Context: an optimization exercise on an open-source flow, tuned for small area. The choices shown serve that exercise and are no tape-out recipe. The RTL was checked by simulation tests, not by an equivalence proof against the original design. Power figures rest on the tool's default switching activity, not on a simulated workload.

===== flow/run.sh =====
#!/bin/bash
# Layout flow: the standard ORFS flow (standard.sh) with three changes:
#  - the final ABC mapping in synthesis uses an area-oriented script (area.abc),
#  - half/full adders are not extracted (ADDER_MAP_FILE empty), so ABC maps
#    that logic too,
#  - ports are buffered with the smallest buffer cell.
# Everything before the ABC mapping (register inference, naming, flattening,
# renaming) is the standard synthesis; the registers are checked against a
# standard synthesis run, and on any difference the standard flow is used.
set -uo pipefail
W=$(pwd)
F=$W/flow

sed "/synth_preamble.tcl/a set abc_args [lreplace \$abc_args 1 1 $F/area.abc]" \
  "$FLOW_HOME/scripts/synth.tcl" > "$W/custom_synth_body.tcl"
sed "s#\$::env(SCRIPTS_DIR)/synth.tcl#$W/custom_synth_body.tcl#" \
  "$W/synth_recipe.tcl" > "$W/custom_synth.tcl"

regs() {
  grep -E '^\s*sky130_fd_sc_hd__[a-z0-9_]+ .*\$_[A-Z0-9_]*DFF' "$1" \
    | awk '{print $2, $1}' | sed -E 's/_[0-9]+$//' | sort
}

# reference: the standard synthesis
bash standard.sh WORK_HOME="$W/std" synth > "$W/std_synth.log" 2>&1
STD_NET="$W/std/results/$FLOW_PLATFORM/L2C010/base/1_2_yosys.v"

CUSTOM=(SYNTH_SCRIPT="$W/custom_synth.tcl" ADDER_MAP_FILE=
        "BUFFER_PORTS_ARGS=-buffer_cell sky130_fd_sc_hd__buf_1")
bash standard.sh "${CUSTOM[@]}" synth > "$W/custom_synth.log" 2>&1
NET="$W/orfs/results/$FLOW_PLATFORM/L2C010/base/1_2_yosys.v"

regs "$STD_NET" > "$W/regs_std.txt"
regs "$NET" > "$W/regs_custom.txt"
if [[ -s "$W/regs_std.txt" ]] && cmp -s "$W/regs_std.txt" "$W/regs_custom.txt"; then
  echo "registers match the standard synthesis; custom flow" > "$W/flow_choice.log"
  bash standard.sh "${CUSTOM[@]}" finish > "$W/custom_finish.log" 2>&1
else
  echo "registers differ from the standard synthesis; standard flow" > "$W/flow_choice.log"
  rm -rf "$W/orfs"
  bash standard.sh finish > "$W/standard_finish.log" 2>&1
fi

===== flow/area.abc =====
strash
&get -n
&deepsyn -I 1 -J 30 -T 600
&put
strash
dch -f
amap
topo

===== standard.sh =====
#!/bin/bash
# synth_recipe.tcl (not shown) runs the flow's synth.tcl, then flattens the netlist and writes it again
# the make line also repeats each setting of config.mk as NAME=value (left out here)
make -C /OpenROAD-flow-scripts/flow DESIGN_CONFIG=/design/flow/config.mk WORK_HOME=/design/flow/orfs CLKGATE_MAP_FILE= SYNTH_SCRIPT=/design/flow/synth_recipe.tcl "${@:-finish}"

===== config.mk =====
export PLATFORM = sky130hd
export DESIGN_NAME = L2C010
export DESIGN_NICKNAME = L2C010
export VERILOG_FILES = /design/flow/design.v
export SDC_FILE = /design/flow/constraint.sdc
export NUM_CORES = 4
export LEC_CHECK = 0
export CAP_MARGIN = 20
export CORE_MARGIN = 2
export CORE_UTILIZATION = 40
export SLEW_MARGIN = 20

===== constraint.sdc =====
create_clock -name core_clock -period 5.0 [get_ports {clock}]
set_input_delay 1.0000 -clock core_clock [delete_from_list [all_inputs] [get_ports {clock}]]
set_output_delay 1.0000 -clock core_clock [all_outputs]
set_load 0.01 [all_outputs]

===== design.v =====
module L2C010(
	input [9:0] sw,
	input [3:0] key,
	input clock,
	input rst,
	output [9:0] ledr,
	output [7:0] ledg,
	output [6:0] hex3, hex2, hex1, hex0);
	wire [4:0] mode = sw[9:5];
	wire m0  = mode == 5'b00000;
	wire m1  = mode == 5'b00001;
	wire m2  = mode == 5'b00010;
	wire m4  = mode == 5'b00100;
	wire m8  = mode == 5'b01000;
	wire m16 = mode == 5'b10000;
	reg [13:0] c24;
	reg clk1;
	reg tact;
	wire wrap24 = c24[0] & ~c24[1] & ~c24[3] & c24[4] & c24[6] & ~c24[7] & ~c24[8] & ~c24[9] & ~c24[10] & ~c24[11] & ~c24[12];
	wire fb24 = c24[2] ^ c24[9] ^ c24[10] ^ c24[13];
	wire tick = wrap24 & ~clk1;
	reg [10:0] blip;
	reg [4:0] sel;
	reg start;
	wire bwrap = blip[0] & blip[1] & blip[3] & ~blip[4] & ~blip[5] & ~blip[6] & ~blip[7] & blip[8] & blip[9];
	wire fbb = blip[9] ^ blip[10];
	always @(posedge clock) begin
		if (rst) begin
			c24 <= 0; clk1 <= 0; tact <= 0; blip <= 0; sel <= 0;
		end else begin
			if (wrap24) begin
				c24 <= 0; clk1 <= ~clk1;
			end else
				c24 <= ~{c24[12:0], fb24};
			tact <= sw[8] & ~sw[0] & ~clk1;
			if (m16 & start) begin
				if (bwrap) blip <= 0; else blip <= ~{blip[9:0], fbb};
				if (sel[4] & sel[1]) sel <= 0;     
				else if (bwrap) sel <= sel + 1'b1;
			end else
				sel <= 0;
		end
	end
	reg [4:0] numSel;
	reg [1:0] cnt0, cnt1, cnt2, cnt3;
	reg initialStart;
	always @(posedge clock) begin
		if (rst) begin
			start <= 1; numSel <= 0; cnt0 <= 0; cnt1 <= 0; cnt2 <= 0; cnt3 <= 0;
		end else if (tick) begin
			if (m16) begin
				start <= 1;
				if (numSel[4] & numSel[1] & numSel[0]) numSel <= 0;     
				else if (~sw[0]) numSel <= numSel + 1'b1;
			end else begin
				start <= 0; numSel <= 0;
			end
			if (~initialStart | sw[0]) begin
				cnt0 <= 0; cnt1 <= 0; cnt2 <= 0; cnt3 <= 0;
			end else if (cnt0[1]) begin     
				cnt0 <= 0;
				if (cnt1[1]) begin
					cnt1 <= 0;
					if (cnt2[1]) begin
						cnt2 <= 0;
						cnt3 <= {cnt3[0], ~cnt3[1] & ~cnt3[0]};
					end else cnt2 <= {cnt2[0], ~cnt2[0]};
				end else cnt1 <= {cnt1[0], ~cnt1[0]};
			end else cnt0 <= {cnt0[0], ~cnt0[0]};
		end
	end
	wire [31:0] f3_t0 = 32'h7615761f;
	wire [31:0] f3_t1 = 32'h20202020;
	wire [31:0] f3_t2 = 32'h44e44eef;
	wire [31:0] f3_t3 = 32'h20d020d0;
	wire [3:0] f3 = {f3_t3[numSel], f3_t2[numSel], f3_t1[numSel], f3_t0[numSel]};
	wire [31:0] f2_t0 = 32'haa06bb07;
	wire [31:0] f2_t1 = 32'h00180018;
	wire [31:0] f2_t2 = 32'h14101410;
	wire [31:0] f2_t3 = 32'h14181418;
	wire [31:0] f2_t4 = 32'h226e236f;
	wire [4:0] f2 = {f2_t4[numSel], f2_t3[numSel], f2_t2[numSel], f2_t1[numSel], f2_t0[numSel]};
	wire [31:0] f1_t0 = 32'h55875587;
	wire [31:0] f1_t1 = 32'h0808080c;
	wire [31:0] f1_t2 = 32'hffff13bb;
	wire [31:0] f1_t3 = 32'h08300834;
	wire [3:0] f1 = {f1_t3[numSel], f1_t2[numSel], f1_t1[numSel], f1_t0[numSel]};
	wire [31:0] f0_t0 = 32'hffffaec1;
	wire [31:0] f0_t1 = 32'h00000006;
	wire [31:0] f0_t2 = 32'h05000504;
	wire [31:0] f0_t3 = 32'h00000506;
	wire [31:0] f0_t4 = 32'hffff88db;
	wire [4:0] f0 = {f0_t4[numSel], f0_t3[numSel], f0_t2[numSel], f0_t1[numSel], f0_t0[numSel]};
	reg [3:0] h3, h1;
	reg [4:0] h2, h0;
	reg [3:0] led;       
	reg [3:0] kc;
	reg firstTime, mylatch;
	reg [4:0] deb;       
	wire debDone = deb[4] & deb[2];  
	wire [3:0] ones = sw[3:0] > 4'd9 ? sw[3:0] - 4'd10 : sw[3:0];
	wire [3:0] res2 = sw[0] ? sw[4:3] * sw[2:1] : sw[4:3] + sw[2:1];
	wire [3:0] ledPos;
	wire [31:0] ledPos_t0 = 32'haaaaaaaa;
	wire [31:0] ledPos_t1 = 32'hdddd98cc;
	wire [31:0] ledPos_t2 = 32'h78f078f0;
	wire [31:0] ledPos_t3 = 32'h7000700;
	assign ledPos = {ledPos_t3[sel], ledPos_t2[sel], ledPos_t1[sel], ledPos_t0[sel]};
	reg [3:0] kcA, kcB;
	reg dispK;
	always @(*) begin
		kcA = (firstTime | sw[0]) ? 4'd0 : kc;
		dispK = firstTime | sw[0];
		kcB = kcA;
		if (~key[2] & ~mylatch) begin
			if (debDone) begin
				kcB = sw[1] ? kcA - 1'b1 : kcA + 1'b1;
				dispK = 1;
			end
		end else if (key[2] & mylatch)
			dispK = 1;
	end
	always @(posedge clock) begin
		if (rst) begin
			h3 <= 4'd5; h2 <= 5'd17; h1 <= 4'd5; h0 <= 5'd17;
			led <= 4'd15; kc <= 0; firstTime <= 1; mylatch <= 0; deb <= 0;
			initialStart <= 0;
		end else begin
			if (m0 | m1 | m2 | m8) begin
				kc <= 0; firstTime <= 1;
			end
			if (m0 | m1 | m2 | m4 | m8) led <= 4'd15;
			if (m0) begin
				h3 <= 4'd5; h2 <= 5'd0; h1 <= 4'd1; h0 <= 5'd0;
			end
			if (m1) begin
				h3 <= {3'd0, sw[3:0] > 4'd9}; h2 <= {1'b0, ones}; h1 <= 4'd5; h0 <= {1'b0, sw[3:0]};
			end
			if (m2) begin
				h3 <= {2'd0, sw[4:3]}; h2 <= {3'd0, sw[2:1]}; h1 <= 4'd5; h0 <= {1'b0, res2};
			end
			if (m8) begin
				h3 <= {2'd0, cnt3}; h2 <= {3'd0, cnt2}; h1 <= {2'd0, cnt1}; h0 <= {3'd0, cnt0};
			end
			if (m8) initialStart <= 1;
			else if (~sw[8] | sw[0]) initialStart <= 0;
			if (m4) begin
				h3 <= 4'd5; h1 <= 4'd5; h0 <= 5'd17;
				firstTime <= 0;
				kc <= kcB;
				if (dispK) h2 <= {1'b0, kcB};
				if (~key[2] & ~mylatch) begin
					if (debDone) begin mylatch <= 1; deb <= 0; end
					else deb <= deb + 1'b1;
				end else if (key[2] & mylatch) begin
					if (debDone) begin mylatch <= 0; deb <= 0; end
					else deb <= deb + 1'b1;
				end
			end
			if (m16 & ~sw[0]) begin
				if (~(numSel[4] & numSel[1] & numSel[0])) begin
					h3 <= f3; h2 <= f2; h1 <= f1; h0 <= f0;
				end
				if (~(sel[4] & sel[1])) led <= ledPos;
			end
		end
	end
	localparam [15:0] HEX3_S0 = 16'hff22;
	localparam [15:0] HEX3_S1 = 16'hf0f0;
	localparam [15:0] HEX3_S2 = 16'hf4f4;
	localparam [15:0] HEX3_S3 = 16'h2222;
	localparam [15:0] HEX3_S4 = 16'haa;
	localparam [15:0] HEX3_S5 = 16'hcae;
	localparam [15:0] HEX3_S6 = 16'h1133;
	assign hex3 = {HEX3_S6[h3], HEX3_S5[h3], HEX3_S4[h3], HEX3_S3[h3], HEX3_S2[h3], HEX3_S1[h3], HEX3_S0[h3]};
	localparam [31:0] HEX2_S0 = 32'hffff2812;
	localparam [31:0] HEX2_S1 = 32'hfb73d860;
	localparam [31:0] HEX2_S2 = 32'hf337d004;
	localparam [31:0] HEX2_S3 = 32'h84928492;
	localparam [31:0] HEX2_S4 = 32'h2ba02ba;
	localparam [31:0] HEX2_S5 = 32'h208e208e;
	localparam [31:0] HEX2_S6 = 32'h10831083;
	assign hex2 = {HEX2_S6[h2], HEX2_S5[h2], HEX2_S4[h2], HEX2_S3[h2], HEX2_S2[h2], HEX2_S1[h2], HEX2_S0[h2]};
	localparam [15:0] HEX1_S0 = 16'hffaa;
	localparam [15:0] HEX1_S1 = 16'hf0f0;
	localparam [15:0] HEX1_S2 = 16'hf0fc;
	localparam [15:0] HEX1_S3 = 16'haaaa;
	localparam [15:0] HEX1_S4 = 16'h2222;
	localparam [15:0] HEX1_S5 = 16'h2626;
	localparam [15:0] HEX1_S6 = 16'h3333;
	assign hex1 = {HEX1_S6[h1], HEX1_S5[h1], HEX1_S4[h1], HEX1_S3[h1], HEX1_S2[h1], HEX1_S1[h1], HEX1_S0[h1]};
	localparam [31:0] HEX0_S0 = 32'hffff2812;
	localparam [31:0] HEX0_S1 = 32'hfb73d860;
	localparam [31:0] HEX0_S2 = 32'hf337d004;
	localparam [31:0] HEX0_S3 = 32'h84928492;
	localparam [31:0] HEX0_S4 = 32'h2ba02ba;
	localparam [31:0] HEX0_S5 = 32'h208e208e;
	localparam [31:0] HEX0_S6 = 32'h10831083;
	assign hex0 = {HEX0_S6[h0], HEX0_S5[h0], HEX0_S4[h0], HEX0_S3[h0], HEX0_S2[h0], HEX0_S1[h0], HEX0_S0[h0]};
	wire [15:0] ledr_t0 = 16'h1;
	wire [15:0] ledr_t1 = 16'h2;
	wire [15:0] ledr_t2 = 16'h404;
	wire [15:0] ledr_t3 = 16'h808;
	wire [15:0] ledr_t4 = 16'h1010;
	wire [15:0] ledr_t5 = 16'h2020;
	wire [15:0] ledr_t6 = 16'h4040;
	wire [15:0] ledr_t7 = 16'h80;
	wire [15:0] ledr_t8 = 16'h5500;
	wire [15:0] ledr_t9 = 16'h2200;
	assign ledr = {ledr_t9[led], ledr_t8[led], ledr_t7[led], ledr_t6[led], ledr_t5[led], ledr_t4[led], ledr_t3[led], ledr_t2[led], ledr_t1[led], ledr_t0[led]};
	assign ledg = {7'b0, tact};
endmodule

==> flow_summary_export.csv, run 1 <==
group,metric,value,unit
sta,period_needed,3.598,ns
synthesis,postSynthAreaPerCell,7.074,um^2
global_route,globalRouteTotalUtil,18.94,%
clock_tree,postCtsHoldBufs,0,
clock_tree,cts.clk_slew.worst_paths,0.08,ns
worst_setup_path,r2r_end,"cnt3[0]$_SDFFE_PP0P_",
sta,drv_slew,0,
worst_hold_path,min_path_cells,1,
finish,fin_nets,641,
finish,diodes,0,
worst_setup_path,crit_path_top_delay_cell,"nor3_1",
clock_tree,cts.path.max_buffers,2,
placement,dp.cells,747,
synthesis,synth_xor_area_share,0,%
synthesis,syn_inst,566,
synthesis,ys_seq_area_share,40.00,%
sta,rsz0062_at_grt,"false",
synthesis,synthTopCellsByArea,"dfxtp_1, nor2_1, clkinv_1",
global_route,grt_pass1_wl,16.92,mm
clock_tree,cts_tree,"done",
pwr,power,1.308,mW
drt,first_iter_violations,294,
clock_tree,h-tree-depth,3,
die,dieArea,10830,um^2
sta,holdWs,0.4002,ns
synthesis,synth_edf_count,0,
synthesis,synth_area,4004,um^2
pwr,p_leak,1.503,nW
flow_run,cap_viol_max_count,0,
synthesis,ys_ff_latch,80,
worst_setup_path,slowest_delay,0.58,ns
sta,fin_worst_skew,0.01276,ns
worst_setup_path,r2r_cells,14,
outcome,status,"timing/DRC/antenna clean",
clock_tree,cts_buffers,9,
placement,port_buffers,51,
sta,finalHoldViolCount,0,
clock_tree,cts_setup_buffers,0,
pwr,p_per_area,288.4,nW/um^2
worst_setup_path,worstSetupEndpointType,"flip-flop",
sta,worst_pin_slew,0.7385,ns
synthesis,synthAdderAreaFrac,0,%
drt,drtPass1Iterations,6,
sta,fin_crit_sh,71.96,%
sta,setup_viol,0,
finish,drive_gt1_share,2.698,%
synthesis,yosysTopAreaCellShare,40.00,%
synthesis,yosysUniqueCellTypes,48,
clock_tree,cts-resized-gates,0,
placement,hpwl,7.910,mm
finish,instances_no_fill,763,
drt,wl_per_cell,13.38,um
finish,area_delta_synth_final,13.31,%
clock_tree,cts.sinks,80,
worst_setup_path,critical_path_class,"in2reg",
global_route,grt_max_degree,17,
synthesis,synth-compound-area-share,23.81,%
worst_hold_path,whs_endpoint,"c24[6]$_SDFF_PP0_",
synthesis,yosys_warnings,1,
synthesis,synth_top_family_by_area,"simple AND/OR/NAND/NOR gates",
clock_tree,insertion_delay,0.36,ns
drt,vias,4096,
die,rows,36,
worst_setup_path,crit_chain,"buf_1 > or3_1 > nor3_1 > clkinv_1 > nand2_1 > clkinv_1 > nand3_1 > or2_0 > a31o_1 > o21a_1",
worst_setup_path,crit_fanout,9,
synthesis,synth_simple_gate_area_share,25.78,%
worst_setup_path,rrSetupSlack,2.40,ns
global_route,gr-total-overflow,0,
die,die_x,104.0,um
drt,postRouteAntennaNets,0,
drt,routed_wl,10.21,mm
die,initial_core_util,41.15,%
die,fp.coreArea,9729,um^2
worst_setup_path,r2r-start,"c24[7]$_SDFF_PP0_",
sta,maxSlewHeadroom,50.44,%
worst_hold_path,hold_path_startpoint,"c24[5]$_SDFF_PP0_",
die,ios,62,
worst_setup_path,cp_common_cell,"clkinv_1",
placement,place.gp.congestion,0.9599,
drt,drc_errors,0,
pwr,ir_drop,0.1891,mV
synthesis,async_flop_share,0,%
drt,viasPerCell,5.368,
global_route,grt_pass1_vias,3626,
sta,finalSetupTns,0,ns
worst_setup_path,worstSetupStartpoint,"sw[6]",
global_route,antenna_found_initial,0,
synthesis,synth_top_area_cell,"dfxtp_1",
worst_setup_path,startpoint_type,"input pin",
worst_setup_path,cp.arrival,3.90,ns
synthesis,ys.flop_type,"dfxtp_1",
synthesis,synth.area.mux_share,0,%
die,fp.dieH,104.0,um
worst_setup_path,cp_data_required_time,5.30,ns
worst_hold_path,hold_class,"reg2reg",
clock_tree,clock-root-buffer,"clkbuf_8",
sta,fmax,0.2779,GHz
## worst max path at each step
stage,end,cells past startpoint,slack (ns)
floorplan,led[3]$_SDFF_PP1_,9,1.99
global placement,led[3]$_SDFF_PP1_,10,1.22
detailed placement,led[3]$_SDFF_PP1_,10,1.12
CTS,led[3]$_SDFF_PP1_,10,1.49
global route,led[3]$_SDFF_PP1_,10,1.29
finish,led[3]$_SDFF_PP1_,10,1.40
## cell usage after synthesis, types with 2 or more instances
cell	n
nor2_1	124
clkinv_1	88
dfxtp_1	80
nand2_1	48
o21ai_0	37
nor3_1	29
o22ai_1	27
a21oi_1	22
buf_4	11
a211oi_1	10
nand3_1	10
o21a_1	8
a31oi_1	7
or3_1	7
nor4_1	5
o32ai_1	5
or2_0	5
nand4_1	4
o221ai_1	4
o21bai_1	3
o211ai_1	2
o22a_1	2
o311ai_0	2
or4_1	2
## report_power, final
group | switching (mW) | internal, mW
Clock | 0.246 | 0.284
Sequential | 0.0120 | 0.654
Combinational | 0.0759 | 0.0369
Total | 0.334 | 0.975
## routing by layer
layer | vias to the layer above | wire (um) | global-route usage [%]
met5 | - | 0 | 0
met4 | 0 | 183 | 7.819
met3 | 16 | 644 | 3.070
met2 | 130 | 4600 | 30.22
met1 | 1861 | 4783 | 25.47
li1 | 2089 | - | -
## sequential cells by signal, indices dropped and copies added (netlist names), 2 cells and up
register	flops
h2	5
c24	14
deb	5
h1	4
h3	4
numSel	5
kc	4
led	4
sel	5
h0	5
cnt3	2
cnt0	2
blip	11
cnt1	2
cnt2	2
## worst max-delay path: cells and delay by family
family,cells,cell delay [ns]
compound gates,2,0.24
buf+inv,3,0.82
simple gates,5,1.82
## cells in the final DEF, fill, tap and decap left out, types with 2 or more instances in the layout
| master | netlist | layout |
|---|---|---|
| nor2_1 | 124 | 124 |
| clkinv_1 | 88 | 88 |
| dfxtp_1 | 80 | 80 |
| buf_1 | 0 | 51 |
| nand2_1 | 48 | 48 |
| o21ai_0 | 37 | 36 |
| nor3_1 | 29 | 29 |
| o22ai_1 | 27 | 27 |
| a21oi_1 | 22 | 22 |
| a211oi_1 | 10 | 10 |
| nand3_1 | 10 | 10 |
| clkbuf_8 | 0 | 9 |
| o21a_1 | 8 | 8 |
| or3_1 | 7 | 7 |
| a31oi_1 | 7 | 7 |
| conb_1 | 1 | 7 |
| nor4_1 | 5 | 5 |
| o32ai_1 | 5 | 5 |
| or2_0 | 5 | 5 |
| nand4_1 | 4 | 4 |
| o221ai_1 | 4 | 4 |
| o21bai_1 | 3 | 3 |
| o311ai_0 | 2 | 2 |
| or4_1 | 2 | 2 |
| o211ai_1 | 2 | 2 |
| o22a_1 | 2 | 2 |
| bufinv_16 | 0 | 2 |
| clkinvlp_4 | 0 | 2 |
| buf_4 | 11 | 2 |
## layout make-up
cell class	instances	area, um^2
clock buffers	10	127.6
inverters	88	330.3
well taps	133	166.4
flip-flops and latches	80	1602
repair buffers	53	206.4
clock inverters	6	92.59
fillers	1033	5192
multi-input cells	393	2012
## kinds of logic (layout without fill, tap and decap cells)
family,Yosys count,after routing
AO/OA/AOI/OAI,146,146
AND/OR/NAND/NOR,240,240
buffers and inverters,99,157
other,1,7
flip-flops,80,80
## metrics by stage
stage               setup WS [ns]  instance area, um^2  utilization, %
floorplan                   1.986                 4026               -
global placement            1.218                 4317           44.37
detailed placement          1.120                 4317           44.37
CTS                         1.489                 4537           46.63
global route                1.286                 4537           46.63
finish                      1.402                 4537           46.63
==> run 2, diff against run 1 <==
--- a/flow/run.sh
+++ b/flow/run.sh
@@ -28,4 +28,10 @@
 CUSTOM=(SYNTH_SCRIPT="$W/custom_synth.tcl" ADDER_MAP_FILE=
         "BUFFER_PORTS_ARGS=-buffer_cell sky130_fd_sc_hd__buf_1")
+# further ORFS make variables, one assignment per line
+if [[ -f "$F/make_args.txt" ]]; then
+  while IFS= read -r line; do
+    [[ -n "$line" && "$line" != \#* ]] && CUSTOM+=("$line")
+  done < "$F/make_args.txt"
+fi
 bash standard.sh "${CUSTOM[@]}" synth > "$W/custom_synth.log" 2>&1
 NET="$W/orfs/results/$FLOW_PLATFORM/L2C010/base/1_2_yosys.v"
==> flow/make_args.txt (new file) <==
CTS_ARGS=-sink_clustering_enable -repair_clock_nets -dont_use_dummy_load -sink_clustering_size 90 -sink_clustering_max_diameter 400 -buf_list sky130_fd_sc_hd__clkbuf_16
==> run 2 against run 1 <==
Final cell count down 0.92%; die area unchanged; via count down 0.17%; core utilization up 0.051 points; clock power up 1%; clock skew up 0.0022 ns; critical endpoint unchanged; critical path type unchanged; area after synthesis unchanged; synthesized cell count unchanged; first-iteration DRC count down 7.1%; sequential cell count unchanged; setup slack worse by 0.030 ns.
==> flow_summary_export.csv, run 2 <==
group,metric,value,unit
outcome,status,"timing/DRC/antenna clean",
sta,worst_pin_slew,0.7340,ns
finish,area_delta_synth_final,13.44,%
worst_hold_path,hold_class,"reg2reg",
pwr,power,1.317,mW
drt,postRouteAntennaNets,0,
global_route,antenna_found_initial,0,
synthesis,synth_commonest_cells,"nor2_1, clkinv_1, dfxtp_1, nand2_1, o21ai_0",
drt,viasPerCell,5.409,
global_route,gr-total-overflow,0,
finish,diodes,0,
synthesis,yosysTopAreaCellShare,40.00,%
global_route,globalRouteTotalUtil,18.91,%
finish,fillers,1028,
synthesis,synth_edf_count,0,
global_route,grt_pass1_vias,3621,
sta,maxSlewHeadroom,50.74,%
placement,port_buffers,51,
placement,place.gp.congestion,0.9599,
worst_setup_path,worstSetupEndpointType,"flip-flop",
synthesis,yosys_warnings,1,
clock_tree,cts.path.max_buffers,2,
finish,largest_register_ffs,14,
drt,drtPass1Iterations,5,
die,fp.coreArea,9729,um^2
worst_setup_path,crit_path_top_delay_cell,"nor3_1",
worst_setup_path,crit_fanout,9,
sta,rsz0062_at_grt,"false",
drt,vias,4089,
sta,finalHoldViolCount,0,
synthesis,async_flop_share,0,%
sta,period_needed,3.628,ns
finish,instances_no_fill,756,
worst_setup_path,cp_common_cell,"clkinv_1",
worst_setup_path,crit_chain,"buf_1 > or3_1 > nor3_1 > clkinv_1 > nand2_1 > clkinv_1 > nand3_1 > or2_0 > a31o_1 > o21a_1",
synthesis,postSynthAreaPerCell,7.074,um^2
clock_tree,h-tree-depth,3,
die,fp.dieH,104.0,um
global_route,grt_pass1_wl,16.84,mm
sta,fmax,0.2756,GHz
worst_setup_path,slowest_delay,0.57,ns
drt,drc_errors,0,
synthesis,ys_seq_area_share,40.00,%
worst_setup_path,startpoint_type,"input pin",
worst_setup_path,cp_data_required_time,5.28,ns
die,rows,36,
synthesis,ys.flop_type,"dfxtp_1",
pwr,ir_drop,0.1858,mV
pwr,p_per_area,290.0,nW/um^2
worst_setup_path,critical_path_class,"in2reg",
worst_setup_path,rrSetupSlack,2.38,ns
finish,top_register,"c24",
pwr,p_leak,1.511,nW
finish,layout_commonest_cell,"nor2_1",
die,die_x,104.0,um
clock_tree,insertion_delay,0.33,ns
sta,fin_worst_skew,0.01499,ns
finish,top_regs,"c24: 14 flops, blip: 11 flops",
worst_setup_path,cp.arrival,3.90,ns
flow_run,cap_viol_max_count,0,
placement,dp.cells,747,
sta,drv_slew,0,
sta,finalSetupTns,0,ns
synthesis,synth_top_area_cell,"dfxtp_1",
clock_tree,cts_buffers,9,
die,ios,62,
finish,fin_nets,641,
finish,drive_gt1_share,1.766,%
finish,final_cell_mix,"nor2_1, clkinv_1, dfxtp_1",
synthesis,yosysMostFrequentCell,"nor2_1",
die,dieArea,10830,um^2
clock_tree,cts_tree,"done",
clock_tree,postCtsHoldBufs,0,
die,initial_core_util,41.15,%
synthesis,yosysUniqueCellTypes,48,
synthesis,ys_ff_latch,80,
clock_tree,cts-resized-gates,0,
clock_tree,cts.sinks,80,
clock_tree,cts_setup_buffers,0,
synthesis,syn_inst,566,
synthesis,synthTopCellsByArea,"dfxtp_1, nor2_1, clkinv_1",
drt,first_iter_violations,273,
clock_tree,clock-root-buffer,"clkbuf_16",
sta,setup_viol,0,
drt,wl_per_cell,13.44,um
drt,routed_wl,10.16,mm
clock_tree,cts.clk_slew.worst_paths,0.06,ns
synthesis,synth_area,4004,um^2
sta,fin_crit_sh,72.56,%
global_route,grt_max_degree,17,
placement,hpwl,7.910,mm
[run 2: worst paths after layout]
| check | cells past startpoint | from | endpoint |
|---|---|---|---|
| max | 10 | sw[6] | led[3]$_SDFF_PP1_ |
| min | 1 | c24[5]$_SDFF_PP0_ | c24[6]$_SDFF_PP0_ |
| max reg2reg | 14 | c24[7]$_SDFF_PP0_ | cnt3[0]$_SDFFE_PP0P_ |
| min reg2reg | 1 | c24[5]$_SDFF_PP0_ | c24[6]$_SDFF_PP0_ |
[run 2: area by class of cell]
class,count,area [um^2],area share [%]
Timing Repair Buffer,53,206.4,4.545
Tap cell,133,166.4,3.664
Sequential cell,80,1602,35.26
Multi-Input combinational cell,393,2012,44.30
Clock buffer,9,225.2,4.959
Inverter,88,330.3,7.273
[run 2: cell families after synthesis]
| kind of cell | synth area share (%) |
|---|---|
| flip-flops | 40.00 |
| AND/OR/NAND/NOR | 25.78 |
| other | 0.09366 |
| buffers and inverters | 10.31 |
| AO/OA/AOI/OAI | 23.81 |
[run 2: worst max-delay path, delay by kind of cell]
family / cells / cell delay [ns]
buffers and inverters: 3 / 0.83
AND/OR/NAND/NOR: 5 / 1.82
AO/OA/AOI/OAI: 2 / 0.24
[run 2: stage by stage]
stage / hold WS (ns) / setup slack (ns) / cell area (um^2) / util [%]
6_report: 0.3970 / 1.372 / 4542 / 46.68
3_5_place_dp: 0.3745 / 1.120 / 4317 / 44.37
3_3_place_gp: 0.3720 / 1.218 / 4317 / 44.37
2_1_floorplan: 0.3682 / 1.986 / 4026 / -
4_1_cts: 0.3957 / 1.466 / 4542 / 46.68
5_1_grt: 0.4192 / 1.258 / 4542 / 46.68
[run 2: report_power, final]
| group | internal (mW) | switching (mW) |
|---|---|---|
| sequential | 0.656 | 0.0119 |
| clock | 0.316 | 0.221 |
| combinational | 0.0369 | 0.0761 |
| total | 1.01 | 0.309 |
[run 2: per-layer routing]
layer	part of all wire, %	vias up	track usage [%]
met5	0	-	0
li1	-	2091	-
met4	2.1	0	8.784
met1	47	1852	25.08
met2	45	128	30.26
met3	5.3	18	2.882
==> run 3, diff against run 2 <==
==> flow/make_args.txt (replaced) <==
CTS_ARGS=-sink_clustering_enable -repair_clock_nets -dont_use_dummy_load -buf_list {sky130_fd_sc_hd__clkbuf_4 sky130_fd_sc_hd__clkbuf_8}
==> run 3 against run 2 <==
Clock skew grew 0.0067 ns; design area shrank 2.2%; largest cell class unchanged; sequential share of layout area increased by 0.80 points.
==> flow_summary_export.csv, run 3 <==
group,metric,value,unit
clock_tree,postCtsHoldBufs,0,
pwr,p_per_area,257.9,nW/um^2
clock_tree,cts.clk_slew.worst_paths,0.08,ns
worst_setup_path,worstSetupEndpointType,"flip-flop",
synthesis,synth-compound-area-share,23.81,%
pwr,p_leak,1.464,nW
global_route,globalRouteTotalUtil,18.84,%
synthesis,synth.area.mux_share,0,%
worst_setup_path,cp_data_required_time,5.30,ns
worst_hold_path,hold_class,"reg2reg",
placement,port_buffers,51,
worst_hold_path,hold_path_startpoint,"c24[5]$_SDFF_PP0_",
drt,first_iter_violations,330,
synthesis,postSynthAreaPerCell,7.074,um^2
synthesis,yosys_warnings,1,
clock_tree,clock-root-buffer,"clkbuf_8",
worst_setup_path,cp.arrival,3.89,ns
worst_setup_path,rrSetupSlack,2.37,ns
drt,postRouteAntennaNets,0,
worst_setup_path,worstSetupStartpoint,"sw[6]",
placement,place.gp.congestion,0.9599,
clock_tree,h-tree-depth,3,
synthesis,synth_edf_count,0,
flow_run,cap_viol_max_count,0,
die,rows,36,
drt,routed_wl,10.14,mm
placement,hpwl,7.910,mm
pwr,pwr-share-seq,58.2,%
synthesis,yosysTopAreaCellShare,40.00,%
clock_tree,cts.sinks,80,
worst_setup_path,startpoint_type,"input pin",
synthesis,async_flop_share,0,%
worst_hold_path,min_path_cells,1,
synthesis,ys_ff_latch,80,
worst_setup_path,r2r_end,"cnt3[0]$_SDFFE_PP0P_",
clock_tree,cts.path.max_buffers,2,
finish,area_delta_synth_final,10.91,%
worst_setup_path,crit_fanout,9,
global_route,antenna_found_initial,0,
worst_hold_path,whs_endpoint,"c24[6]$_SDFF_PP0_",
clock_tree,cts_setup_buffers,0,
synthesis,synthAdderAreaFrac,0,%
finish,top_regs,"c24: 14 flops, blip: 11 flops",
finish,diodes,0,
pwr,comb_power_share,9.9,%
sta,period_needed,3.590,ns
pwr,p_sw,0.2930,mW
sta,rsz0062_at_grt,"false",
worst_setup_path,r2r_cells,14,
global_route,grt_pass1_vias,3629,
pwr,pwr-share-clk,32.0,%
sta,setup_viol,0,
drt,vias,4068,
die,ios,62,
synthesis,synth_top_family_by_area,"simple AND/OR/NAND/NOR gates",
drt,drc_errors,0,
synthesis,synth_area,4004,um^2
die,fp.dieH,104.0,um
sta,finalSetupTns,0,ns
synthesis,synth_commonest_cells,"nor2_1, clkinv_1, dfxtp_1, nand2_1, o21ai_0",
drt,drtPass1Iterations,4,
synthesis,synth_top_area_cell,"dfxtp_1",
sta,fin_worst_skew,0.02173,ns
die,fp.coreArea,9729,um^2
pwr,power.internal,0.8522,mW
clock_tree,cts_tree,"done",
clock_tree,cts_buffers,9,
pwr,power,1.145,mW
global_route,grt_max_degree,17,
die,die_x,104.0,um
finish,drive_gt1_share,1.766,%
synthesis,synthTopCellsByArea,"dfxtp_1, nor2_1, clkinv_1",
synthesis,ys_seq_area_share,40.00,%
synthesis,yosysMostFrequentCell,"nor2_1",
finish,layout_commonest_cell,"nor2_1",
global_route,grt_pass1_wl,16.87,mm
synthesis,synth_simple_gate_area_share,25.78,%
pwr,ir_drop,0.1599,mV
finish,fillers,1045,
sta,worst_pin_slew,0.7354,ns
clock_tree,cts-resized-gates,0,
drt,viasPerCell,5.381,
synthesis,syn_inst,566,
sta,fmax,0.2785,GHz
sta,finalHoldViolCount,0,
die,dieArea,10830,um^2
pwr,switching_share,25.58,%
global_route,gr-total-overflow,0,
clock_tree,insertion_delay,0.35,ns
synthesis,synth_xor_area_share,0,%
die,initial_core_util,41.15,%
worst_setup_path,critical_path_class,"in2reg",
sta,drv_slew,0,
synthesis,ys.flop_type,"dfxtp_1",
finish,largest_register_ffs,14,
sta,fin_crit_sh,71.80,%
finish,fin_nets,641,
worst_setup_path,r2r-start,"c24[7]$_SDFF_PP0_",
drt,wl_per_cell,13.41,um
synthesis,yosysUniqueCellTypes,48,
outcome,status,"timing/DRC/antenna clean",
finish,final_cell_mix,"nor2_1, clkinv_1, dfxtp_1",
sta,maxSlewHeadroom,50.65,%
finish,top_register,"c24",
==> run 3: worst max-delay path by stage <==
stage,endpoint,slack (ns),cells after the start
4_1_cts,led[3]$_SDFF_PP1_,1.49,10
3_3_place_gp,led[3]$_SDFF_PP1_,1.22,10
5_1_grt,led[3]$_SDFF_PP1_,1.28,10
2_1_floorplan,led[3]$_SDFF_PP1_,1.99,9
6_report,led[3]$_SDFF_PP1_,1.41,10
3_5_place_dp,led[3]$_SDFF_PP1_,1.12,10
==> run 3: per-stage QoR <==
step / util (%) / instance area, um^2 / setup slack [ns] / hold WS (ns) / std cells
after floorplan: - / 4026 / 1.986 / 0.3682 / 572
after global placement: 44.37 / 4317 / 1.218 / 0.3720 / 747
after detailed placement: 44.37 / 4317 / 1.120 / 0.3745 / 747
after CTS: 45.64 / 4441 / 1.486 / 0.3996 / 756
after global routing: 45.64 / 4441 / 1.280 / 0.4236 / 756
final: 45.64 / 4441 / 1.410 / 0.4002 / 756
==> run 3: routing by layer <==
| layer | track usage (%) | up-vias | share of wire (%) |
|---|---|---|---|
| li1 | - | 2086 | - |
| met2 | 30.26 | 126 | 45 |
| met3 | 2.882 | 17 | 5.7 |
| met5 | 0 | - | 0 |
| met1 | 25.27 | 1839 | 48 |
| met4 | 7.819 | 0 | 2.0 |
==> run 3: critical path, stage by stage <==
cell and delay (ns):
buf_1 0.11, or3_1 0.42, nor3_1 0.58, clkinv_1 0.42, nand2_1 0.26, clkinv_1 0.29, nand3_1 0.29, or2_0 0.27
a31o_1 0.13, o21a_1 0.11
==> run 3: cells by family (layout without fill, tap and decap cells) <==
| group | after synthesis | count (layout) |
|---|---|---|
| compound gates | 146 | 146 |
| buf+inv | 99 | 150 |
| flops | 80 | 80 |
| other cells | 1 | 7 |
| simple gates | 240 | 240 |
==> run 3: area by class of cell <==
type                            instances  area [um^2]  share of cell area [%]
Inverter                               88        330.3                   7.439
Clock buffer                            9        123.9                   2.790
Sequential cell                        80         1602                   36.07
Timing Repair Buffer                   53        206.4                   4.649
Tap cell                              133        166.4                   3.748
Multi-Input combinational cell        393         2012                   45.31
==> run 3: power by group through the flow <==
stage          Combinational (mW)  Sequential, mW  Clock [mW]
2_1_floorplan              0.0811           0.678           0
6_report                    0.113           0.666       0.366
4_1_cts                     0.113           0.666       0.377
3_5_place_dp                0.112           0.681           0
5_1_grt                     0.127           0.668       0.402
3_3_place_gp                0.110           0.680           0
==> run 4, diff against run 3 <==
==> flow/make_args.txt (replaced) <==
CTS_ARGS=-sink_clustering_enable -repair_clock_nets -dont_use_dummy_load
==> run 4 against run 3 <==
Global-route usage stayed put; clock power hardly changed; sequential cell count stayed put; core utilization stayed put; worst hold slack stayed put; sequential power hardly changed; wire length stayed put; largest cell class unchanged; largest power group unchanged.
==> flow_summary_export.csv, run 4 <==
group,metric,value,unit
outcome,status,"timing/DRC/antenna clean",
die,rows,36,
synthesis,yosys_warnings,1,
synthesis,synthTopCellsByArea,"dfxtp_1, nor2_1, clkinv_1",
synthesis,yosysUniqueCellTypes,48,
die,initial_core_util,41.15,%
synthesis,syn_inst,566,
global_route,antenna_found_initial,0,
worst_setup_path,cpLargestDelayFamily,"simple AND/OR/NAND/NOR gates",
global_route,gr-total-overflow,0,
worst_setup_path,critical_path_depth,10,
sta,drv_slew,0,
finish,top_regs,"c24: 14 flops, blip: 11 flops",
drt,first_iter_violations,330,
worst_setup_path,cp_data_required_time,5.30,ns
worst_setup_path,slowest_delay,0.58,ns
finish,diodes,0,
sta,rsz0062_at_grt,"false",
clock_tree,cts-resized-gates,0,
synthesis,ys_ff_latch,80,
global_route,use_met2,30.26,%
synthesis,async_flop_share,0,%
synthesis,yosysMostFrequentCell,"nor2_1",
drt,postRouteAntennaNets,0,
sta,worst_pin_slew,0.7354,ns
synthesis,ys.flop_type,"dfxtp_1",
sta,setup_viol,0,
pwr,ir_drop,0.1599,mV
worst_setup_path,r2r_cells,14,
pwr,comb_power_share,9.9,%
die,fp.coreArea,9729,um^2
finish,instances_no_fill,756,
worst_setup_path,cp_common_cell,"clkinv_1",
placement,place.gp.congestion,0.9599,
worst_hold_path,hold_class,"reg2reg",
finish,drive_gt1_share,1.766,%
synthesis,synth_commonest_cells,"nor2_1, clkinv_1, dfxtp_1, nand2_1, o21ai_0",
clock_tree,cts.path.max_buffers,2,
sta,period_needed,3.590,ns
sta,fin_worst_skew,0.02173,ns
clock_tree,cts.clk_slew.worst_paths,0.08,ns
worst_setup_path,crit_path_top_delay_cell,"nor3_1",
pwr,switching_share,25.58,%
worst_setup_path,worstSetupEndpointType,"flip-flop",
clock_tree,postCtsHoldBufs,0,
clock_tree,h-tree-depth,3,
placement,port_buffers,51,
finish,area_delta_synth_final,10.91,%
pwr,pwr-share-clk,32.0,%
finish,largest_register_ffs,14,
finish,final_util,45.64,%
sta,finalSetupTns,0,ns
finish,final_cell_mix,"nor2_1, clkinv_1, dfxtp_1",
clock_tree,insertion_delay,0.35,ns
die,dieArea,10830,um^2
worst_setup_path,r2r_end,"cnt3[0]$_SDFFE_PP0P_",
clock_tree,cts_tree,"done",
worst_setup_path,r2r-start,"c24[7]$_SDFF_PP0_",
drt,vias,4068,
placement,hpwl,7.910,mm
pwr,power.internal,0.8522,mW
worst_setup_path,cp.arrival,3.89,ns
sta,layout_setup_ws,1.410,ns
synthesis,synth_edf_count,0,
placement,dp.cells,747,
global_route,grt_max_degree,17,
synthesis,synth_area,4004,um^2
sta,maxSlewHeadroom,50.65,%
global_route,grt_util_met1,25.27,%
sta,fmax,0.2785,GHz
worst_setup_path,cp_num_buf_inv,3,
sta,finalHoldViolCount,0,
worst_setup_path,crit_end,"led[3]$_SDFF_PP1_",
finish,stdcell_area,4441,um^2
pwr,p_per_area,257.9,nW/um^2
synthesis,postSynthAreaPerCell,7.074,um^2
pwr,p_leak,1.464,nW
die,fp.dieH,104.0,um
global_route,grt_pass1_vias,3629,
finish,top_register,"c24",
clock_tree,clock-root-buffer,"clkbuf_8",
finish,fin_nets,641,
worst_setup_path,rrSetupSlack,2.37,ns
synthesis,yosysTopAreaCellShare,40.00,%
pwr,pwr-share-seq,58.2,%
pwr,power,1.145,mW
worst_setup_path,startpoint_type,"input pin",
finish,layout_commonest_cell,"nor2_1",
synthesis,synth_top_area_cell,"dfxtp_1",
global_route,globalRoute.busiestLayer,"met2",
sta,fin_crit_sh,71.80,%
drt,routed_wl,10.14,mm
global_route,globalRouteTotalUtil,18.84,%
clock_tree,cts_buffers,9,
clock_tree,cts.sinks,80,
placement,place_ws,1.120,ns
die,die_x,104.0,um
synthesis,ys_seq_area_share,40.00,%
drt,drtPass1Iterations,4,
worst_setup_path,crit_chain,"buf_1 > or3_1 > nor3_1 > clkinv_1 > nand2_1 > clkinv_1 > nand3_1 > or2_0 > a31o_1 > o21a_1",
worst_setup_path,crit_fanout,9,
drt,drc_errors,0,
worst_setup_path,worstSetupStartpoint,"sw[6]",
pwr,p_sw,0.2930,mW
drt,wl_per_cell,13.41,um
worst_setup_path,critical_path_class,"in2reg",
drt,viasPerCell,5.381,
global_route,grt_pass1_wl,16.87,mm
flow_run,cap_viol_max_count,0,
global_route,gr-usage-met3,2.882,%
placement,placed_area,4317,um^2
clock_tree,cts_setup_buffers,0,
sta,holdWs,0.4002,ns
die,ios,62,
-- run 4: cell counts in the layout (fill, tap and decap cells not counted) --
No cell type changed its count.
-- run 4: area by class of cell --
type                            instances  area (um^2)
Tap cell                              133        166.4
Inverter                               88        330.3
Fill cell                            1045         5289
Multi-Input combinational cell        393         2012
Timing Repair Buffer                   53        206.4
Clock buffer                            9        123.9
Sequential cell                        80         1602
-- run 4: worst min-delay path by stage --
| stage | start | endpoint | slack (ns) | depth (start not counted) |
|---|---|---|---|---|
| floorplan | c24[5]$_SDFF_PP0_ | c24[6]$_SDFF_PP0_ | 0.37 | 1 |
| global placement | c24[5]$_SDFF_PP0_ | c24[6]$_SDFF_PP0_ | 0.37 | 1 |
| detailed placement | c24[5]$_SDFF_PP0_ | c24[6]$_SDFF_PP0_ | 0.37 | 1 |
| CTS | c24[5]$_SDFF_PP0_ | c24[6]$_SDFF_PP0_ | 0.40 | 1 |
| global route | c24[5]$_SDFF_PP0_ | c24[6]$_SDFF_PP0_ | 0.42 | 1 |
| finish | c24[5]$_SDFF_PP0_ | c24[6]$_SDFF_PP0_ | 0.40 | 1 |
-- run 4: worst register-to-register path, stage by stage (launching register included) --
cell and delay (ns):
dfxtp_1 0.32, nor2_1 0.09, nand3_1 0.09, nor4b_1 0.26
nor4bb_1 0.42, nand2_1 0.29, clkinv_1 0.14, o21ai_0 0.15
clkinv_1 0.11, nor2_1 0.06, clkinv_1 0.09, o21ai_0 0.12
clkinv_1 0.11, nand2_1 0.07, o32ai_1 0.21
-- run 4: layer usage --
metal	part of all wire, %	vias to the layer above
met4	2.0	0
li1	-	2086
met2	45	126
met5	0	-
met1	48	1839
met3	5.7	17
-- run 4: cell families after synthesis --
family	count (synthesis)	synth area share [%]
buf+inv	99	10.31
flops	80	40.00
simple gates	240	25.78
other cells	1	0.09366
compound gates	146	23.81
-- run 4: power by group through the flow --
| stage | registers (mW) | logic (mW) | clock network, mW |
|---|---|---|---|
| after floorplan | 0.678 | 0.0811 | 0 |
| after global routing | 0.668 | 0.127 | 0.402 |
| final | 0.666 | 0.113 | 0.366 |
| after CTS | 0.666 | 0.113 | 0.377 |
| after detailed placement | 0.681 | 0.112 | 0 |
| after global placement | 0.680 | 0.110 | 0 |
==> run 5, diff against run 4 <==
--- a/design.v
+++ b/design.v
@@ -22,4 +22,6 @@
 	reg [10:0] blip;
 	reg [4:0] sel;
+	wire [4:0] selSucc;
+	wire selLast;
 	reg start;
 	wire bwrap = blip[0] & blip[1] & blip[3] & ~blip[4] & ~blip[5] & ~blip[6] & ~blip[7] & blip[8] & blip[9];
@@ -36,6 +38,6 @@
 			if (m16 & start) begin
 				if (bwrap) blip <= 0; else blip <= ~{blip[9:0], fbb};
-				if (sel[4] & sel[1]) sel <= 0;     
-				else if (bwrap) sel <= sel + 1'b1;
+				if (selLast) sel <= 0;
+				else if (bwrap) sel <= selSucc;
 			end else
 				sel <= 0;
@@ -43,4 +45,14 @@
 	end
 	reg [4:0] numSel;
+	wire [4:0] nsSucc;
+	wire nsLast;
+	wire [31:0] nsSucc_t0 = 32'h55555555;
+	wire [31:0] nsSucc_t1 = 32'h66666666;
+	wire [31:0] nsSucc_t2 = 32'h78787878;
+	wire [31:0] nsSucc_t3 = 32'h7f807f80;
+	wire [31:0] nsSucc_t4 = 32'hffff8000;
+	assign nsSucc = {nsSucc_t4[numSel], nsSucc_t3[numSel], nsSucc_t2[numSel], nsSucc_t1[numSel], nsSucc_t0[numSel]};
+	wire [31:0] nsLast_t0 = 32'h88880000;
+	assign nsLast = {nsLast_t0[numSel]};
 	reg [1:0] cnt0, cnt1, cnt2, cnt3;
 	reg initialStart;
@@ -51,6 +63,6 @@
 			if (m16) begin
 				start <= 1;
-				if (numSel[4] & numSel[1] & numSel[0]) numSel <= 0;     
-				else if (~sw[0]) numSel <= numSel + 1'b1;
+				if (nsLast) numSel <= 0;
+				else if (~sw[0]) numSel <= nsSucc;
 			end else begin
 				start <= 0; numSel <= 0;
@@ -98,5 +110,14 @@
 	reg firstTime, mylatch;
 	reg [4:0] deb;       
-	wire debDone = deb[4] & deb[2];  
+	wire [4:0] debSucc;
+	wire debLast;
+	wire [31:0] debSucc_t0 = 32'h55555555;
+	wire [31:0] debSucc_t1 = 32'h66666666;
+	wire [31:0] debSucc_t2 = 32'h78787878;
+	wire [31:0] debSucc_t3 = 32'h7f807f80;
+	wire [31:0] debSucc_t4 = 32'hffff8000;
+	assign debSucc = {debSucc_t4[deb], debSucc_t3[deb], debSucc_t2[deb], debSucc_t1[deb], debSucc_t0[deb]};
+	wire [31:0] debLast_t0 = 32'hf0f00000;
+	assign debLast = {debLast_t0[deb]};
 	wire [3:0] ones = sw[3:0] > 4'd9 ? sw[3:0] - 4'd10 : sw[3:0];
 	wire [3:0] res2 = sw[0] ? sw[4:3] * sw[2:1] : sw[4:3] + sw[2:1];
@@ -107,4 +128,12 @@
 	wire [31:0] ledPos_t3 = 32'h7000700;
 	assign ledPos = {ledPos_t3[sel], ledPos_t2[sel], ledPos_t1[sel], ledPos_t0[sel]};
+	wire [31:0] selSucc_t0 = 32'h55555555;
+	wire [31:0] selSucc_t1 = 32'h66666666;
+	wire [31:0] selSucc_t2 = 32'h78787878;
+	wire [31:0] selSucc_t3 = 32'h7f807f80;
+	wire [31:0] selSucc_t4 = 32'hffff8000;
+	assign selSucc = {selSucc_t4[sel], selSucc_t3[sel], selSucc_t2[sel], selSucc_t1[sel], selSucc_t0[sel]};
+	wire [31:0] selLast_t0 = 32'hcccc0000;
+	assign selLast = {selLast_t0[sel]};
 	reg [3:0] kcA, kcB;
 	reg dispK;
@@ -114,5 +143,5 @@
 		kcB = kcA;
 		if (~key[2] & ~mylatch) begin
-			if (debDone) begin
+			if (debLast) begin
 				kcB = sw[1] ? kcA - 1'b1 : kcA + 1'b1;
 				dispK = 1;
@@ -151,16 +180,16 @@
 				if (dispK) h2 <= {1'b0, kcB};
 				if (~key[2] & ~mylatch) begin
-					if (debDone) begin mylatch <= 1; deb <= 0; end
-					else deb <= deb + 1'b1;
+					if (debLast) begin mylatch <= 1; deb <= 0; end
+					else deb <= debSucc;
 				end else if (key[2] & mylatch) begin
-					if (debDone) begin mylatch <= 0; deb <= 0; end
-					else deb <= deb + 1'b1;
+					if (debLast) begin mylatch <= 0; deb <= 0; end
+					else deb <= debSucc;
 				end
 			end
 			if (m16 & ~sw[0]) begin
-				if (~(numSel[4] & numSel[1] & numSel[0])) begin
+				if (~nsLast) begin
 					h3 <= f3; h2 <= f2; h1 <= f1; h0 <= f0;
 				end
-				if (~(sel[4] & sel[1])) led <= ledPos;
+				if (~selLast) led <= ledPos;
 			end
 		end
==> flow/run.sh (replaced) <==
#!/bin/bash
# Layout flow: the standard ORFS flow (standard.sh) with these changes:
#  - synthesis: the final ABC mapping uses area-oriented scripts; several
#    candidate scripts (flow/abc_*.abc) are tried and the one giving the
#    smallest synthesized area is kept,
#  - half/full adders are not extracted (ADDER_MAP_FILE empty), so ABC maps
#    that logic too,
#  - ports are buffered with the smallest buffer cell,
#  - further ORFS make variables from flow/make_args.txt (one per line).
# Everything before the ABC mapping (register inference, naming, flattening,
# renaming) is the standard synthesis; the registers are checked against a
# standard synthesis run, and on any difference the standard flow is used.
# Each tool's output goes to a log file in this folder (and ORFS's own logs).
set -uo pipefail
W=$(pwd)
F=$W/flow
PLAT_DIR=results/$FLOW_PLATFORM/L2C010/base

EXTRA=()
if [[ -f "$F/make_args.txt" ]]; then
  while IFS= read -r line; do
    [[ -n "$line" && "$line" != \#* ]] && EXTRA+=("$line")
  done < "$F/make_args.txt"
fi

mk_synth_script() {  # $1 abc script, $2 name
  sed "/synth_preamble.tcl/a set abc_args [lreplace \$abc_args 1 1 $1]" \
    "$FLOW_HOME/scripts/synth.tcl" > "$W/synth_body_$2.tcl"
  sed "s#\$::env(SCRIPTS_DIR)/synth.tcl#$W/synth_body_$2.tcl#" \
    "$W/synth_recipe.tcl" > "$W/synth_$2.tcl"
}

regs() {
  grep -E '^\s*sky130_fd_sc_hd__[a-z0-9_]+ .*\$_[A-Z0-9_]*DFF' "$1" \
    | awk '{print $2, $1}' | sed -E 's/_[0-9]+$//' | sort
}

area_of() {
  grep -i "chip area" "$1/reports/$FLOW_PLATFORM/L2C010/base/synth_stat.txt" 2>/dev/null \
    | tail -n 1 | awk '{print $NF}'
}

# reference: the standard synthesis
bash standard.sh WORK_HOME="$W/std" synth > "$W/std_synth.log" 2>&1

# candidate syntheses, up to NUM_CORES at a time
names=()
for a in "$F"/abc_*.abc; do
  n=$(basename "$a" .abc)
  names+=("$n")
  mk_synth_script "$a" "$n"
done
running=0
for n in "${names[@]}"; do
  bash standard.sh WORK_HOME="$W/cand_$n" SYNTH_SCRIPT="$W/synth_$n.tcl" ADDER_MAP_FILE= \
    > "$W/cand_${n}_synth.log" 2>&1 synth &
  running=$((running + 1))
  if (( running >= ${NUM_CORES:-4} )); then wait -n; running=$((running - 1)); fi
done
wait

best=""; best_area=""
regs "$W/std/$PLAT_DIR/1_2_yosys.v" > "$W/regs_std.txt"
: > "$W/candidates.log"
for n in "${names[@]}"; do
  a=$(area_of "$W/cand_$n")
  regs "$W/cand_$n/$PLAT_DIR/1_2_yosys.v" > "$W/regs_$n.txt"
  same=no
  if [[ -s "$W/regs_std.txt" ]] && cmp -s "$W/regs_std.txt" "$W/regs_$n.txt"; then same=yes; fi
  echo "$n area=${a:-none} registers_match=$same" >> "$W/candidates.log"
  if [[ $same == yes && -n "$a" ]]; then
    if [[ -z "$best" ]] || awk -v x="$a" -v y="$best_area" 'BEGIN{exit !(x < y)}'; then
      best=$n; best_area=$a
    fi
  fi
done

if [[ -n "$best" ]]; then
  echo "custom flow with $best (synthesized area $best_area)" > "$W/flow_choice.log"
  CUSTOM=(SYNTH_SCRIPT="$W/synth_$best.tcl" ADDER_MAP_FILE=
          "BUFFER_PORTS_ARGS=-buffer_cell sky130_fd_sc_hd__buf_1" "${EXTRA[@]}")
  bash standard.sh "${CUSTOM[@]}" synth > "$W/custom_synth.log" 2>&1
  regs "$W/orfs/$PLAT_DIR/1_2_yosys.v" > "$W/regs_custom.txt"
  if cmp -s "$W/regs_std.txt" "$W/regs_custom.txt"; then
    bash standard.sh "${CUSTOM[@]}" finish > "$W/custom_finish.log" 2>&1
    exit 0
  fi
  echo "final synthesis registers differ; standard flow" >> "$W/flow_choice.log"
else
  echo "no candidate matches the standard registers; standard flow" > "$W/flow_choice.log"
fi
rm -rf "$W/orfs"
bash standard.sh finish > "$W/standard_finish.log" 2>&1
==> flow/abc_amap_s0.abc (new file) <==
strash
&get -n
&deepsyn -S 0 -I 1 -J 50 -T 600
&put
strash
dch -f
amap
topo
==> flow/abc_amap_s1.abc (new file) <==
strash
&get -n
&deepsyn -S 1 -I 1 -J 50 -T 600
&put
strash
dch -f
amap
topo
==> flow/abc_amap_s2.abc (new file) <==
strash
&get -n
&deepsyn -S 2 -I 1 -J 50 -T 600
&put
strash
dch -f
amap
topo
==> flow/abc_amap_s3.abc (new file) <==
strash
&get -n
&deepsyn -S 3 -I 1 -J 50 -T 600
&put
strash
dch -f
amap
topo
==> flow/abc_nf_s0.abc (new file) <==
strash
&get -n
&deepsyn -S 0 -I 1 -J 50 -T 600
&put
strash
&get -n
&dch -f
&nf -R 1000
&put
topo
==> flow/abc_nf_s1.abc (new file) <==
strash
&get -n
&deepsyn -S 1 -I 1 -J 50 -T 600
&put
strash
&get -n
&dch -f
&nf -R 1000
&put
topo
==> flow/abc_nf_s2.abc (new file) <==
strash
&get -n
&deepsyn -S 2 -I 1 -J 50 -T 600
&put
strash
&get -n
&dch -f
&nf -R 1000
&put
topo
==> flow/abc_nf_s3.abc (new file) <==
strash
&get -n
&deepsyn -S 3 -I 1 -J 50 -T 600
&put
strash
&get -n
&dch -f
&nf -R 1000
&put
topo
removed: flow/area.abc
==> run 5 against run 4 <==
Fmax up 8.5%; critical path depth up 1; critical path type unchanged; non-clock buffer count decreased by 1; still clean; critical endpoint is now h2[1]$_SDFF_PP0_.
==> flow_summary_export.csv, run 5 <==
group,metric,value,unit
sta,drv_slew,0,
finish,layout_commonest_cell,"dfxtp_1",
worst_setup_path,worstSetupEndpointType,"flip-flop",
worst_setup_path,cp_data_required_time,5.22,ns
finish,drive_gt1_share,1.767,%
pwr,comb_power_share,10.9,%
drt,first_iter_violations,270,
die,die_x,102.8,um
synthesis,yosysTopAreaCellShare,41.04,%
synthesis,synth_commonest_cells,"dfxtp_1, nand2_1, nor2_1",
synthesis,ys.flop_type,"dfxtp_1",
clock_tree,h-tree-depth,3,
synthesis,synth_area,3902,um^2
synthesis,synthTopCellsByArea,"dfxtp_1, nand2_1, nor2_1",
clock_tree,clock-root-buffer,"clkbuf_8",
synthesis,yosysUniqueCellTypes,50,
pwr,switching_share,26.19,%
flow_run,cap_viol_max_count,0,
clock_tree,insertion_delay,0.35,ns
clock_tree,cts_tree,"done",
synthesis,synth_top_area_cell,"dfxtp_1",
global_route,globalRouteTotalUtil,19.13,%
global_route,use_met2,31.42,%
global_route,gr-total-overflow,0,
finish,fillers,1015,
worst_setup_path,startpoint_type,"input pin",
clock_tree,cts_buffers,9,
worst_setup_path,crit_fanout,8,
worst_hold_path,hold_class,"reg2reg",
drt,postRouteAntennaNets,0,
pwr,ir_drop,0.1655,mV
sta,rsz0062_at_grt,"false",
pwr,pwr-share-seq,58.1,%
finish,final_cell_mix,"dfxtp_1, nand2_1, nor2_1",
global_route,antenna_found_initial,0,
pwr,p_leak,1.580,nW
pwr,p_per_area,270.2,nW/um^2
global_route,globalRoute.busiestLayer,"met2",
sta,fmax,0.3023,GHz
die,fp.coreArea,9639,um^2
synthesis,yosysMostFrequentCell,"dfxtp_1",
sta,holdWs,0.3874,ns
clock_tree,cts.path.max_buffers,2,
finish,diodes,0,
worst_setup_path,cp.arrival,3.52,ns
synthesis,postSynthAreaPerCell,7.652,um^2
finish,final_util,44.94,%
sta,worst_pin_slew,0.9129,ns
global_route,grt_pass1_wl,15.99,mm
drt,drtPass1Iterations,5,
synthesis,ys_ff_latch,80,
sta,period_needed,3.308,ns
drt,wl_per_cell,14.04,um
sta,finalHoldViolCount,0,
drt,routed_wl,9.817,mm
global_route,gr-usage-met3,3.051,%
outcome,status,"timing/DRC/antenna clean",
sta,fin_worst_skew,0.02149,ns
finish,area_delta_synth_final,11.00,%
finish,stdcell_area,4332,um^2
clock_tree,cts.sinks,80,
clock_tree,postCtsHoldBufs,0,
finish,top_regs,"c24: 14 flops, blip: 11 flops",
sta,setup_viol,0,
die,dieArea,10560,um^2
die,fp.dieH,102.8,um
placement,place.gp.congestion,0.8643,
clock_tree,cts_setup_buffers,0,
drt,vias,3893,
clock_tree,cts-resized-gates,0,
worst_setup_path,critical_path_class,"in2reg",
die,initial_core_util,40.49,%
pwr,power.internal,0.8639,mW
global_route,grt_pass1_vias,3429,
synthesis,async_flop_share,0,%
placement,placed_area,4208,um^2
sta,maxSlewHeadroom,38.58,%
placement,hpwl,7.252,mm
finish,largest_register_ffs,14,
clock_tree,cts.clk_slew.worst_paths,0.07,ns
die,ios,62,
synthesis,syn_inst,510,
drt,viasPerCell,5.569,
drt,drc_errors,0,
sta,finalSetupTns,0,ns
synthesis,ys_seq_area_share,41.04,%
global_route,grt_util_met1,25.27,%
synthesis,yosys_warnings,1,
placement,port_buffers,51,
sta,fin_crit_sh,66.16,%
pwr,pwr-share-clk,31.0,%
global_route,grt_max_degree,18,
pwr,power,1.170,mW
finish,fin_nets,584,
pwr,p_sw,0.3065,mW
synthesis,synth_edf_count,0,
die,rows,36,
finish,top_register,"c24",
==> run 5: cell types whose count changed after synthesis, moves of 6 or more <==
cell / delta
a21o_1: +7
a21oi_1: +10
and3_1: +7
clkinv_1: -75
nand2_1: +28
nand3_1: +22
nor2_1: -50
nor2b_1: +7
nor3_1: -9
o22ai_1: -20
or3_1: -6
xnor2_1: +6
==> run 5: area by class of cell <==
cell class | count | area [um^2] | share of cell area [%]
multi-input cells | 412 | 2192 | 50.61
inverters | 13 | 48.80 | 1.127
well taps | 133 | 166.4 | 3.842
repair buffers | 52 | 198.9 | 4.593
flip-flops and latches | 80 | 1602 | 36.97
clock buffers | 9 | 123.9 | 2.860
==> run 5: layer usage <==
metal	share of wire, %	up-vias
met4	1.4	0
met5	0	-
li1	-	1960
met3	5.8	19
met2	47	139
met1	46	1775
==> run 5: final timing paths <==
kind                               start  slack, ns  depth (start not counted)                end
hold reg to reg        c24[5]$_SDFF_PP0_       0.39                          1  c24[6]$_SDFF_PP0_
setup / recovery                   sw[8]       1.69                         11   h2[1]$_SDFF_PP0_
setup reg to reg  firstTime$_SDFFE_PP1P_       2.72                         10   h2[3]$_SDFF_PP0_
hold / removal         c24[5]$_SDFF_PP0_       0.39                          1  c24[6]$_SDFF_PP0_
==> run 5: power groups by stage <==
stage               clock (mW)  combinational, mW  sequential (mW)
floorplan                    0             0.0900            0.688
global placement             0              0.125            0.694
detailed placement           0              0.127            0.694
CTS                      0.376              0.128            0.680
global route             0.401              0.146            0.684
finish                   0.362              0.128            0.680
==> run 5: kinds of logic (layout without fill, tap and decap cells) <==
kind of cell | count (synthesis) | after routing | share of synthesized area, %
simple gates | 266 | 266 | 32.16
compound gates | 130 | 130 | 21.26
flops | 80 | 80 | 41.04
buf+inv | 24 | 74 | 3.367
xor+xnor | 8 | 8 | 1.796
other cells | 1 | 7 | 0.09609
mux | 1 | 1 | 0.2885
==> run 5: worst max-delay path: stages <==
cell	delay, ns
buf_1	0.19
nor3_1	0.18
nand2_1	0.07
nor2_1	0.38
nand2_1	0.31
nor2_1	0.48
nand2_1	0.19
nor3_1	0.21
o21bai_1	0.20
o21a_1	0.22
o22ai_1	0.08
==> run 5: per-stage QoR <==
stage	std cells	worst slack, ns
finish	699	1.692
global route	699	1.432
CTS	699	1.766
detailed placement	690	1.407
global placement	690	1.411
floorplan	516	2.238

afterwards: timing with drivers on the ports:
Ports are ideal in the flow. The routed layouts listed here were re-timed in OpenROAD. Step 1, drivers: a clkbuf_16 drives clock and a buf_2 each remaining input, both assumed. Step 2 moves the port delays by t, midway between the first and last clock arrival at a register: inputs arrive t later, outputs are due t later. That takes back most of the time a late clock gives input paths. a / b / c = ideal / step 1 / step 2; a / b = the first two.
| run | t, ns | setup slack, ns | clock arrival spread, ns | slew at the worst register clock pin (ns) | worst data-port slew with drivers (ns) |
|---|---|---|---|---|---|
| run 1 | 0.384 | 1.402 / 1.417 / 1.034 | 0.013 / 0.013 | 0.09 / 0.09 | 0.04 |
| run 2 | 0.361 | 1.372 / 1.389 / 1.028 | 0.015 / 0.015 | 0.06 / 0.06 | 0.04 |
| run 3 | 0.377 | 1.410 / 1.426 / 1.049 | 0.022 / 0.022 | 0.08 / 0.08 | 0.04 |
| run 4 | 0.377 | 1.410 / 1.426 / 1.049 | 0.022 / 0.022 | 0.08 / 0.08 | 0.04 |
| run 5 | 0.370 | 1.692 / 1.695 / 1.325 | 0.022 / 0.022 | 0.08 / 0.08 | 0.03 |
After both steps every run listed still meets setup and hold. For run 1, which loses most, drivers alone change the setup slack by +0.015 ns; drivers and shift together by -0.368 ns.
